Context: an optimization exercise on an open-source flow, tuned for small area and few clock cycles. The choices shown serve that exercise and are no tape-out recipe.
The RTL was checked by simulation tests, not by an equivalence proof against the original design.
No activity file was given, so power comes from the tool's default toggle rates.

==> run H: inputs <==
==> flow/design.v <==
module mux
#(
    parameter NINPUTS = 1,
	parameter WIDTH = 16
)
(
	input [NINPUTS*WIDTH-1:0] in,
	output [WIDTH-1:0] out,
	input [$clog2(NINPUTS)-1:0] sel
);
assign out = in >> (sel*WIDTH);
endmodule
module ramb18_wf_dualport
#(
    parameter ID = 0,
    parameter DWIDTH = 18,
    parameter AWIDTH = 10,
    parameter DEPTH = 2**AWIDTH,
    parameter MEM_INIT = "",
    parameter RAM_STYLE = "auto"
)
(
	input clk,
	input wea,
    input ena,
    input enqa,
	input [AWIDTH-1:0] addra,
	input [DWIDTH-1:0] wdataa,
	output reg [DWIDTH-1:0] rdqa,
	input web,
    input enb,
    input enqb,
	input [AWIDTH-1:0] addrb,
	input [DWIDTH-1:0] wdatab,
	output reg [DWIDTH-1:0] rdqb
);
reg [DWIDTH-1:0] mem[0:DEPTH-1];
reg [DWIDTH-1:0] rdataa;
reg [DWIDTH-1:0] rdatab;
always @(posedge clk) begin
    if(ena) begin
        if(wea)
            mem[addra] <= wdataa;
        rdataa <= mem[addra];
    end
    if(enqa)
        rdqa <= rdataa;
end
always @(posedge clk) begin
    if(enb) begin
        if(web)
            mem[addrb] <= wdatab;
        rdatab <= mem[addrb];
    end
    if(enqb)
        rdqb <= rdatab;
end
endmodule
module memstream_region
#(
    parameter DEPTH = 64,
    parameter RING = 4,
    parameter LW = 2,
    parameter NR = DEPTH / RING,
    parameter RW = $clog2(NR)
)
(
    input clk,
    input rst,
    input [LW-1:0] g,
    input [8*DEPTH-1:0] words,    
    input afull,
    output tvalid,
    output [7:0] tdata
);
reg afull_q, afull_qq, run;
always @(posedge clk) begin
    afull_q <= afull;
    afull_qq <= afull_q;
    run <= ~rst;
end
assign tvalid = ~afull_qq;
reg [RW-1:0] nk;
reg [LW-1:0] ni;
always @(posedge clk)
    if (~run) begin
        nk <= 0;
        ni <= 0;
    end else if (tvalid) begin
        ni <= ni + 1;
        if (ni == RING-1)
            nk <= (nk == NR-1) ? 0 : nk + 1;
    end
wire [LW-1:0] phi = ni - g;
wire [RW-1:0] nk1 = (nk == NR-1) ? 0 : nk + 1;
wire [RW-1:0] sel = (g < ni) ? nk1 : nk;
reg [7:0] tap;
integer k;
always @* begin
    tap = 8'd0;
    for (k = 0; k < NR; k = k + 1)
        if (sel == k)
            tap = words[8*RING*k +: 8];
end
reg [7:0] dl [0:RING-2];
always @(posedge clk) begin
    dl[0] <= tap;
    for (k = 1; k < RING-1; k = k + 1)
        dl[k] <= dl[k-1];
end
reg [7:0] rd;
always @* begin
    if (nk == 0)
        rd = words[8*phi +: 8] ^ {8{phi[0]}};
    else if (phi == 0)
        rd = tap;
    else
        rd = dl[RING-1-phi];
end
assign tdata = rd;
endmodule
module memstream_multiblock
#(
    parameter CONFIG_EN = 1,
    parameter NSTREAMS = 6,
    parameter MEM_DEPTH = 512,
    parameter MEM_WIDTH = 8,
    parameter MEM_INIT = "./",
    parameter RAM_STYLE = "auto",
	parameter STRM0_WIDTH = 8,
	parameter STRM1_WIDTH = 8,
	parameter STRM2_WIDTH = 8,
	parameter STRM3_WIDTH = 8,
	parameter STRM4_WIDTH = 8,
	parameter STRM5_WIDTH = 8,
	parameter STRM0_DEPTH = 64,
	parameter STRM1_DEPTH = 96,
	parameter STRM2_DEPTH = 80,
	parameter STRM3_DEPTH = 112,
	parameter STRM4_DEPTH = 72,
	parameter STRM5_DEPTH = 88,
	parameter STRM0_OFFSET = 0,
	parameter STRM1_OFFSET = 64,
	parameter STRM2_OFFSET = 160,
	parameter STRM3_OFFSET = 240,
	parameter STRM4_OFFSET = 352,
	parameter STRM5_OFFSET = 424
)
(
    input aclk,
    input aresetn,
	input [31:0] config_address,
	input config_ce,
	input config_we,
	input [31:0] config_d0,
	output [31:0] config_q0,
    input m_axis_0_afull,
    input m_axis_0_tready,
    output m_axis_0_tvalid,
    output [((STRM0_WIDTH+7)/8)*8-1:0] m_axis_0_tdata,
    input m_axis_1_afull,
    input m_axis_1_tready,
    output m_axis_1_tvalid,
    output [((STRM1_WIDTH+7)/8)*8-1:0] m_axis_1_tdata,
    input m_axis_2_afull,
    input m_axis_2_tready,
    output m_axis_2_tvalid,
    output [((STRM2_WIDTH+7)/8)*8-1:0] m_axis_2_tdata,
    input m_axis_3_afull,
    input m_axis_3_tready,
    output m_axis_3_tvalid,
    output [((STRM3_WIDTH+7)/8)*8-1:0] m_axis_3_tdata,
    input m_axis_4_afull,
    input m_axis_4_tready,
    output m_axis_4_tvalid,
    output [((STRM4_WIDTH+7)/8)*8-1:0] m_axis_4_tdata,
    input m_axis_5_afull,
    input m_axis_5_tready,
    output m_axis_5_tvalid,
    output [((STRM5_WIDTH+7)/8)*8-1:0] m_axis_5_tdata
);
localparam RING = 4;
localparam LW = 2;
wire rst = ~aresetn;
reg [LW-1:0] g;
always @(posedge aclk)
    g <= g + 1;
wire we = config_ce & config_we & (config_address[31:9] == 0);
wire [LW-1:0] wpos = config_address[LW-1:0] - g - 1;
wire [8-LW:0] wring = config_address[8:LW];
reg [8*MEM_DEPTH-1:0] mem;
integer r, p;
always @(posedge aclk)
    for (r = 0; r < MEM_DEPTH/RING; r = r + 1)
        for (p = 0; p < RING; p = p + 1)
            if (we && wring == r && wpos == p)
                mem[8*(r*RING+p) +: 8] <= config_d0[7:0] ^ {8{p[0]}};
            else
                mem[8*(r*RING+p) +: 8] <= ~mem[8*(r*RING+(p+1)%RING) +: 8];
memstream_region #(.DEPTH(STRM0_DEPTH), .RING(RING), .LW(LW)) r0 (
    .clk(aclk), .rst(rst), .g(g), .words(mem[8*STRM0_OFFSET +: 8*STRM0_DEPTH]),
    .afull(m_axis_0_afull), .tvalid(m_axis_0_tvalid), .tdata(m_axis_0_tdata));
memstream_region #(.DEPTH(STRM1_DEPTH), .RING(RING), .LW(LW)) r1 (
    .clk(aclk), .rst(rst), .g(g), .words(mem[8*STRM1_OFFSET +: 8*STRM1_DEPTH]),
    .afull(m_axis_1_afull), .tvalid(m_axis_1_tvalid), .tdata(m_axis_1_tdata));
memstream_region #(.DEPTH(STRM2_DEPTH), .RING(RING), .LW(LW)) r2 (
    .clk(aclk), .rst(rst), .g(g), .words(mem[8*STRM2_OFFSET +: 8*STRM2_DEPTH]),
    .afull(m_axis_2_afull), .tvalid(m_axis_2_tvalid), .tdata(m_axis_2_tdata));
memstream_region #(.DEPTH(STRM3_DEPTH), .RING(RING), .LW(LW)) r3 (
    .clk(aclk), .rst(rst), .g(g), .words(mem[8*STRM3_OFFSET +: 8*STRM3_DEPTH]),
    .afull(m_axis_3_afull), .tvalid(m_axis_3_tvalid), .tdata(m_axis_3_tdata));
memstream_region #(.DEPTH(STRM4_DEPTH), .RING(RING), .LW(LW)) r4 (
    .clk(aclk), .rst(rst), .g(g), .words(mem[8*STRM4_OFFSET +: 8*STRM4_DEPTH]),
    .afull(m_axis_4_afull), .tvalid(m_axis_4_tvalid), .tdata(m_axis_4_tdata));
memstream_region #(.DEPTH(STRM5_DEPTH), .RING(RING), .LW(LW)) r5 (
    .clk(aclk), .rst(rst), .g(g), .words(mem[8*STRM5_OFFSET +: 8*STRM5_DEPTH]),
    .afull(m_axis_5_afull), .tvalid(m_axis_5_tvalid), .tdata(m_axis_5_tdata));
assign config_q0 = 0;
endmodule
==> flow/run.sh <==
#!/bin/bash
# synth_recipe.tcl (not shown) runs the flow's synth.tcl, then flattens the netlist and writes it again
# the make line also repeats each setting of config.mk as NAME=value (left out here)
make -C /OpenROAD-flow-scripts/flow DESIGN_CONFIG=/design/flow/config.mk WORK_HOME=/design/flow/orfs CLKGATE_MAP_FILE= SYNTH_SCRIPT=/design/flow/synth_recipe.tcl finish
==> flow/config.mk <==
export PLATFORM = sky130hd
export DESIGN_NAME = memstream_multiblock
export DESIGN_NICKNAME = memstream_multiblock
export VERILOG_FILES = /design/flow/design.v
export SDC_FILE = /design/flow/constraint.sdc
export NUM_CORES = 4
export LEC_CHECK = 0
export CAP_MARGIN = 20
export CORE_MARGIN = 2
export CORE_UTILIZATION = 45
export CTS_BUF_LIST = sky130_fd_sc_hd__clkbuf_8
export CTS_CLUSTER_DIAMETER = 50
export CTS_CLUSTER_SIZE = 15
export PLACE_DENSITY = 0.6
export SLEW_MARGIN = 20
==> flow/constraint.sdc <==
create_clock -name core_clock -period 10.0 [get_ports {aclk}]
set_input_delay 2.0000 -clock core_clock [delete_from_list [all_inputs] [get_ports {aclk}]]
set_output_delay 2.0000 -clock core_clock [all_outputs]
set_load 0.01 [all_outputs]
==> inputs of run Y, as changes to run H <==
==> flow/design.v, changed modules only <==
module memstream_multiblock
#(
    parameter CONFIG_EN = 1,
    parameter NSTREAMS = 6,
    parameter MEM_DEPTH = 512,
    parameter MEM_WIDTH = 8,
    parameter MEM_INIT = "./",
    parameter RAM_STYLE = "auto",
	parameter STRM0_WIDTH = 8,
	parameter STRM1_WIDTH = 8,
	parameter STRM2_WIDTH = 8,
	parameter STRM3_WIDTH = 8,
	parameter STRM4_WIDTH = 8,
	parameter STRM5_WIDTH = 8,
	parameter STRM0_DEPTH = 64,
	parameter STRM1_DEPTH = 96,
	parameter STRM2_DEPTH = 80,
	parameter STRM3_DEPTH = 112,
	parameter STRM4_DEPTH = 72,
	parameter STRM5_DEPTH = 88,
	parameter STRM0_OFFSET = 0,
	parameter STRM1_OFFSET = 64,
	parameter STRM2_OFFSET = 160,
	parameter STRM3_OFFSET = 240,
	parameter STRM4_OFFSET = 352,
	parameter STRM5_OFFSET = 424
)
(
    input aclk,
    input aresetn,
	input [31:0] config_address,
	input config_ce,
	input config_we,
	input [31:0] config_d0,
	output [31:0] config_q0,
    input m_axis_0_afull,
    input m_axis_0_tready,
    output m_axis_0_tvalid,
    output [((STRM0_WIDTH+7)/8)*8-1:0] m_axis_0_tdata,
    input m_axis_1_afull,
    input m_axis_1_tready,
    output m_axis_1_tvalid,
    output [((STRM1_WIDTH+7)/8)*8-1:0] m_axis_1_tdata,
    input m_axis_2_afull,
    input m_axis_2_tready,
    output m_axis_2_tvalid,
    output [((STRM2_WIDTH+7)/8)*8-1:0] m_axis_2_tdata,
    input m_axis_3_afull,
    input m_axis_3_tready,
    output m_axis_3_tvalid,
    output [((STRM3_WIDTH+7)/8)*8-1:0] m_axis_3_tdata,
    input m_axis_4_afull,
    input m_axis_4_tready,
    output m_axis_4_tvalid,
    output [((STRM4_WIDTH+7)/8)*8-1:0] m_axis_4_tdata,
    input m_axis_5_afull,
    input m_axis_5_tready,
    output m_axis_5_tvalid,
    output [((STRM5_WIDTH+7)/8)*8-1:0] m_axis_5_tdata
);
localparam RING = 4;
localparam LW = 2;
wire rst = ~aresetn;
reg [LW-1:0] g;
always @(posedge aclk)
    g <= g + 1;
wire we = config_ce & config_we & (config_address[31:9] == 0);
wire [LW-1:0] wpos = config_address[LW-1:0] - g - 2;
wire [RING-1:0] wpos_oh = 1 << wpos;
reg wv, wv_n;
reg [8-LW:0] wr, wr_n;
reg [RING-1:0] wp, wp_n;
reg [7:0] wd, wd_n;
always @(posedge aclk) begin
    wv <= we;
    wv_n <= ~we;
    wr <= config_address[8:LW];
    wr_n <= ~config_address[8:LW];
    wp <= wpos_oh;
    wp_n <= ~wpos_oh;
    wd <= config_d0[7:0];
    wd_n <= ~config_d0[7:0];
end
localparam NRING = MEM_DEPTH / RING;
reg [NRING-1:0] rs, rs_n;
reg [MEM_DEPTH-1:0] en, en_n;
integer r, p;
always @* begin
    for (r = 0; r < NRING; r = r + 1) begin
        rs[r] = wv & (wr == r);
        rs_n[r] = wv_n | (wr_n != ~r[8-LW:0]);
        for (p = 0; p < RING; p = p + 1) begin
            en[r*RING+p] = rs[r] & wp[p];
            en_n[r*RING+p] = rs_n[r] | wp_n[p];
        end
    end
end
reg [8*MEM_DEPTH-1:0] mem;
always @(posedge aclk)
    for (r = 0; r < NRING; r = r + 1)
        for (p = 0; p < RING; p = p + 1)
            mem[8*(r*RING+p) +: 8] <= ~(({8{en_n[r*RING+p]}} | (p[0] ? wd : wd_n)) &
                                        ({8{en[r*RING+p]}} | mem[8*(r*RING+(p+1)%RING) +: 8]));
memstream_region #(.DEPTH(STRM0_DEPTH), .RING(RING), .LW(LW)) r0 (
    .clk(aclk), .rst(rst), .g(g), .words(mem[8*STRM0_OFFSET +: 8*STRM0_DEPTH]),
    .afull(m_axis_0_afull), .tvalid(m_axis_0_tvalid), .tdata(m_axis_0_tdata));
memstream_region #(.DEPTH(STRM1_DEPTH), .RING(RING), .LW(LW)) r1 (
    .clk(aclk), .rst(rst), .g(g), .words(mem[8*STRM1_OFFSET +: 8*STRM1_DEPTH]),
    .afull(m_axis_1_afull), .tvalid(m_axis_1_tvalid), .tdata(m_axis_1_tdata));
memstream_region #(.DEPTH(STRM2_DEPTH), .RING(RING), .LW(LW)) r2 (
    .clk(aclk), .rst(rst), .g(g), .words(mem[8*STRM2_OFFSET +: 8*STRM2_DEPTH]),
    .afull(m_axis_2_afull), .tvalid(m_axis_2_tvalid), .tdata(m_axis_2_tdata));
memstream_region #(.DEPTH(STRM3_DEPTH), .RING(RING), .LW(LW)) r3 (
    .clk(aclk), .rst(rst), .g(g), .words(mem[8*STRM3_OFFSET +: 8*STRM3_DEPTH]),
    .afull(m_axis_3_afull), .tvalid(m_axis_3_tvalid), .tdata(m_axis_3_tdata));
memstream_region #(.DEPTH(STRM4_DEPTH), .RING(RING), .LW(LW)) r4 (
    .clk(aclk), .rst(rst), .g(g), .words(mem[8*STRM4_OFFSET +: 8*STRM4_DEPTH]),
    .afull(m_axis_4_afull), .tvalid(m_axis_4_tvalid), .tdata(m_axis_4_tdata));
memstream_region #(.DEPTH(STRM5_DEPTH), .RING(RING), .LW(LW)) r5 (
    .clk(aclk), .rst(rst), .g(g), .words(mem[8*STRM5_OFFSET +: 8*STRM5_DEPTH]),
    .afull(m_axis_5_afull), .tvalid(m_axis_5_tvalid), .tdata(m_axis_5_tdata));
assign config_q0 = 0;
endmodule
--- a/flow/config.mk
+++ b/flow/config.mk
@@ -6,10 +6,11 @@
 export NUM_CORES = 4
 export LEC_CHECK = 0
+export ABC_AREA = 1
 export CAP_MARGIN = 20
 export CORE_MARGIN = 2
-export CORE_UTILIZATION = 45
+export CORE_UTILIZATION = 55
 export CTS_BUF_LIST = sky130_fd_sc_hd__clkbuf_8
 export CTS_CLUSTER_DIAMETER = 50
-export CTS_CLUSTER_SIZE = 15
-export PLACE_DENSITY = 0.6
+export CTS_CLUSTER_SIZE = 18
+export PLACE_DENSITY = 0.65
 export SLEW_MARGIN = 20
==> inputs of run M, as changes to run H <==
==> flow/design.v, changed modules only <==
module memstream_region
#(
    parameter OFFSET = 0,
    parameter DEPTH = 64,
    parameter AW = $clog2(DEPTH)
)
(
    input clk,
    input rst,
    input we,
    input [8:0] waddr,
    input [7:0] wdata,
    input afull,
    output tvalid,
    output [7:0] tdata
);
reg [7:0] mem [0:DEPTH-1];
wire [8:0] widx = waddr - OFFSET;
wire hit = we & (waddr >= OFFSET) & (waddr < OFFSET + DEPTH);
always @(posedge clk)
    if (hit)
        mem[widx[AW-1:0]] <= wdata;
reg afull_q, afull_qq, run;
always @(posedge clk) begin
    afull_q <= afull;
    afull_qq <= afull_q;
    run <= ~rst;
end
reg [AW-1:0] ptr;
assign tvalid = ~afull_qq;
always @(posedge clk)
    if (~run)
        ptr <= 0;
    else if (tvalid)
        ptr <= (ptr == DEPTH-1) ? 0 : ptr + 1;
assign tdata = mem[ptr];
endmodule
module memstream_multiblock
#(
    parameter CONFIG_EN = 1,
    parameter NSTREAMS = 6,
    parameter MEM_DEPTH = 512,
    parameter MEM_WIDTH = 8,
    parameter MEM_INIT = "./",
    parameter RAM_STYLE = "auto",
	parameter STRM0_WIDTH = 8,
	parameter STRM1_WIDTH = 8,
	parameter STRM2_WIDTH = 8,
	parameter STRM3_WIDTH = 8,
	parameter STRM4_WIDTH = 8,
	parameter STRM5_WIDTH = 8,
	parameter STRM0_DEPTH = 64,
	parameter STRM1_DEPTH = 96,
	parameter STRM2_DEPTH = 80,
	parameter STRM3_DEPTH = 112,
	parameter STRM4_DEPTH = 72,
	parameter STRM5_DEPTH = 88,
	parameter STRM0_OFFSET = 0,
	parameter STRM1_OFFSET = 64,
	parameter STRM2_OFFSET = 160,
	parameter STRM3_OFFSET = 240,
	parameter STRM4_OFFSET = 352,
	parameter STRM5_OFFSET = 424
)
(
    input aclk,
    input aresetn,
	input [31:0] config_address,
	input config_ce,
	input config_we,
	input [31:0] config_d0,
	output [31:0] config_q0,
    input m_axis_0_afull,
    input m_axis_0_tready,
    output m_axis_0_tvalid,
    output [((STRM0_WIDTH+7)/8)*8-1:0] m_axis_0_tdata,
    input m_axis_1_afull,
    input m_axis_1_tready,
    output m_axis_1_tvalid,
    output [((STRM1_WIDTH+7)/8)*8-1:0] m_axis_1_tdata,
    input m_axis_2_afull,
    input m_axis_2_tready,
    output m_axis_2_tvalid,
    output [((STRM2_WIDTH+7)/8)*8-1:0] m_axis_2_tdata,
    input m_axis_3_afull,
    input m_axis_3_tready,
    output m_axis_3_tvalid,
    output [((STRM3_WIDTH+7)/8)*8-1:0] m_axis_3_tdata,
    input m_axis_4_afull,
    input m_axis_4_tready,
    output m_axis_4_tvalid,
    output [((STRM4_WIDTH+7)/8)*8-1:0] m_axis_4_tdata,
    input m_axis_5_afull,
    input m_axis_5_tready,
    output m_axis_5_tvalid,
    output [((STRM5_WIDTH+7)/8)*8-1:0] m_axis_5_tdata
);
wire rst = ~aresetn;
wire we = config_ce & config_we & (config_address[31:9] == 0);
wire [8:0] waddr = config_address[8:0];
wire [7:0] wdata = config_d0[7:0];
memstream_region #(.OFFSET(STRM0_OFFSET), .DEPTH(STRM0_DEPTH)) r0 (
    .clk(aclk), .rst(rst), .we(we), .waddr(waddr), .wdata(wdata),
    .afull(m_axis_0_afull), .tvalid(m_axis_0_tvalid), .tdata(m_axis_0_tdata));
memstream_region #(.OFFSET(STRM1_OFFSET), .DEPTH(STRM1_DEPTH)) r1 (
    .clk(aclk), .rst(rst), .we(we), .waddr(waddr), .wdata(wdata),
    .afull(m_axis_1_afull), .tvalid(m_axis_1_tvalid), .tdata(m_axis_1_tdata));
memstream_region #(.OFFSET(STRM2_OFFSET), .DEPTH(STRM2_DEPTH)) r2 (
    .clk(aclk), .rst(rst), .we(we), .waddr(waddr), .wdata(wdata),
    .afull(m_axis_2_afull), .tvalid(m_axis_2_tvalid), .tdata(m_axis_2_tdata));
memstream_region #(.OFFSET(STRM3_OFFSET), .DEPTH(STRM3_DEPTH)) r3 (
    .clk(aclk), .rst(rst), .we(we), .waddr(waddr), .wdata(wdata),
    .afull(m_axis_3_afull), .tvalid(m_axis_3_tvalid), .tdata(m_axis_3_tdata));
memstream_region #(.OFFSET(STRM4_OFFSET), .DEPTH(STRM4_DEPTH)) r4 (
    .clk(aclk), .rst(rst), .we(we), .waddr(waddr), .wdata(wdata),
    .afull(m_axis_4_afull), .tvalid(m_axis_4_tvalid), .tdata(m_axis_4_tdata));
memstream_region #(.OFFSET(STRM5_OFFSET), .DEPTH(STRM5_DEPTH)) r5 (
    .clk(aclk), .rst(rst), .we(we), .waddr(waddr), .wdata(wdata),
    .afull(m_axis_5_afull), .tvalid(m_axis_5_tvalid), .tdata(m_axis_5_tdata));
assign config_q0 = 0;
endmodule
--- a/flow/config.mk
+++ b/flow/config.mk
@@ -9,7 +9,4 @@
 export CORE_MARGIN = 2
 export CORE_UTILIZATION = 45
-export CTS_BUF_LIST = sky130_fd_sc_hd__clkbuf_8
-export CTS_CLUSTER_DIAMETER = 50
-export CTS_CLUSTER_SIZE = 15
 export PLACE_DENSITY = 0.6
 export SLEW_MARGIN = 20
==> report_table.html <==
<table>
<tr><th>Metric</th><th>Value</th></tr>
<tr><th colspan="2">Run status</th></tr>
<tr><td>Outcome</td><td>finished clean</td></tr>
<tr><th colspan="2">Power and ir drop</th></tr>
<tr><td>Sequential cell fraction of total power</td><td>between 50% and 60%</td></tr>
<tr><th colspan="2">Layout</th></tr>
<tr><td>Max FFs per register</td><td>896</td></tr>
<tr><td>Share of the final layout cell area in multi-input gates</td><td>19.3%</td></tr>
<tr><th colspan="2">STA</th></tr>
<tr><td>Maximum clock skew at final layout</td><td>about 0.024 ns</td></tr>
<tr><td>Measured slew at the worst slew-check pin</td><td>between 1 and 1.5 ns</td></tr>
<tr><th colspan="2">Global routing</th></tr>
<tr><td>Number of global-route vias before repair</td><td>78291</td></tr>
<tr><th colspan="2">CTS</th></tr>
<tr><td>Clock Pin Slew Worst Setup and Hold Paths</td><td>0.06 ns</td></tr>
<tr><th colspan="2">Floorplanning</th></tr>
<tr><td>Core box area</td><td>about 360000 sq um</td></tr>
<tr><th colspan="2">Drt</th></tr>
<tr><td>Mean routed wirelength per cell</td><td>28.8 microns</td></tr>
</table>
That was run M.
==> report_table.html <==
<table>
<tr><th>Metric</th><th>Value</th></tr>
<tr><th colspan="2">Run status</th></tr>
<tr><td>Outcome</td><td>finished clean</td></tr>
<tr><th colspan="2">CTS</th></tr>
<tr><td>Clock Pin Slew Worst Setup and Hold Paths</td><td>0.09 ns</td></tr>
<tr><th colspan="2">Floorplanning</th></tr>
<tr><td>Core box area</td><td>about 330000 sq um</td></tr>
<tr><td>Starting utilization of the core area</td><td>45.2%</td></tr>
<tr><th colspan="2">STA</th></tr>
<tr><td>Maximum clock skew at final layout</td><td>0.0586 ns</td></tr>
<tr><td>Measured slew at the worst slew-check pin</td><td>1.34 ns</td></tr>
<tr><th colspan="2">Global routing</th></tr>
<tr><td>Number of global-route vias before repair</td><td>93649</td></tr>
<tr><th colspan="2">Layout</th></tr>
<tr><td>Share of the final layout cell area in multi-input gates</td><td>35.8%</td></tr>
<tr><td>Max FFs per register</td><td>4096</td></tr>
<tr><th colspan="2">Power and ir drop</th></tr>
<tr><td>Sequential cell fraction of total power</td><td>57.3%</td></tr>
</table>
That was run H.
==> report_table.html <==
<table>
<tr><th>Metric</th><th>Value</th></tr>
<tr><th colspan="2">Run status</th></tr>
<tr><td>Outcome</td><td>finished clean</td></tr>
<tr><th colspan="2">Global routing</th></tr>
<tr><td>Number of global-route vias before repair</td><td>around 110k</td></tr>
<tr><th colspan="2">Layout</th></tr>
<tr><td>Max FFs per register</td><td>4096</td></tr>
<tr><td>Share of the final layout cell area in multi-input gates</td><td>between 30 and 40%</td></tr>
<tr><th colspan="2">Power and ir drop</th></tr>
<tr><td>Sequential cell fraction of total power</td><td>between 50% and 60%</td></tr>
<tr><th colspan="2">Floorplanning</th></tr>
<tr><td>Core box area</td><td>244000 sq um</td></tr>
<tr><th colspan="2">STA</th></tr>
<tr><td>Measured slew at the worst slew-check pin</td><td>around 1.2 ns</td></tr>
<tr><th colspan="2">Drt</th></tr>
<tr><td>Mean routed wirelength per cell</td><td>28.3 microns</td></tr>
<tr><th colspan="2">CTS</th></tr>
<tr><td>Clock Pin Slew Worst Setup and Hold Paths</td><td>0.09 ns</td></tr>
</table>
That was run Y.
Testbench counts of run H, summed over its fixed seeds: cycles 1,920.
Testbench counts of run Y, summed over its fixed seeds: cycles 1,920.
Testbench counts of run M, summed over its fixed seeds: cycles 1,920.

## static timing again, ports no longer ideal
The flow's constraints put no driver on any port. The routed layouts listed below were extracted and timed again, unchanged, in two steps. Step 1: set_driving_cell puts a clkbuf_16 on aclk and a buf_2 on each other input, an assumption about the parent block. Step 2 also shifts input and output timing later by t, the mid clock arrival at the registers, as if the neighbouring blocks saw the same clock. a / b / c = ideal / step 1 / step 2; a / b = the first two.
run	shift t [ns]	slack for setup (ns)	latest minus earliest clock arrival (ns)
run H	1.213	1.089 / 0.991 / 2.204	0.077 / 0.078
run Y	1.221	0.996 / 0.901 / 2.122	0.083 / 0.083
run M	1.043	2.718 / 2.616 / 3.174	0.051 / 0.051
After both steps setup and hold are still met in every run listed.
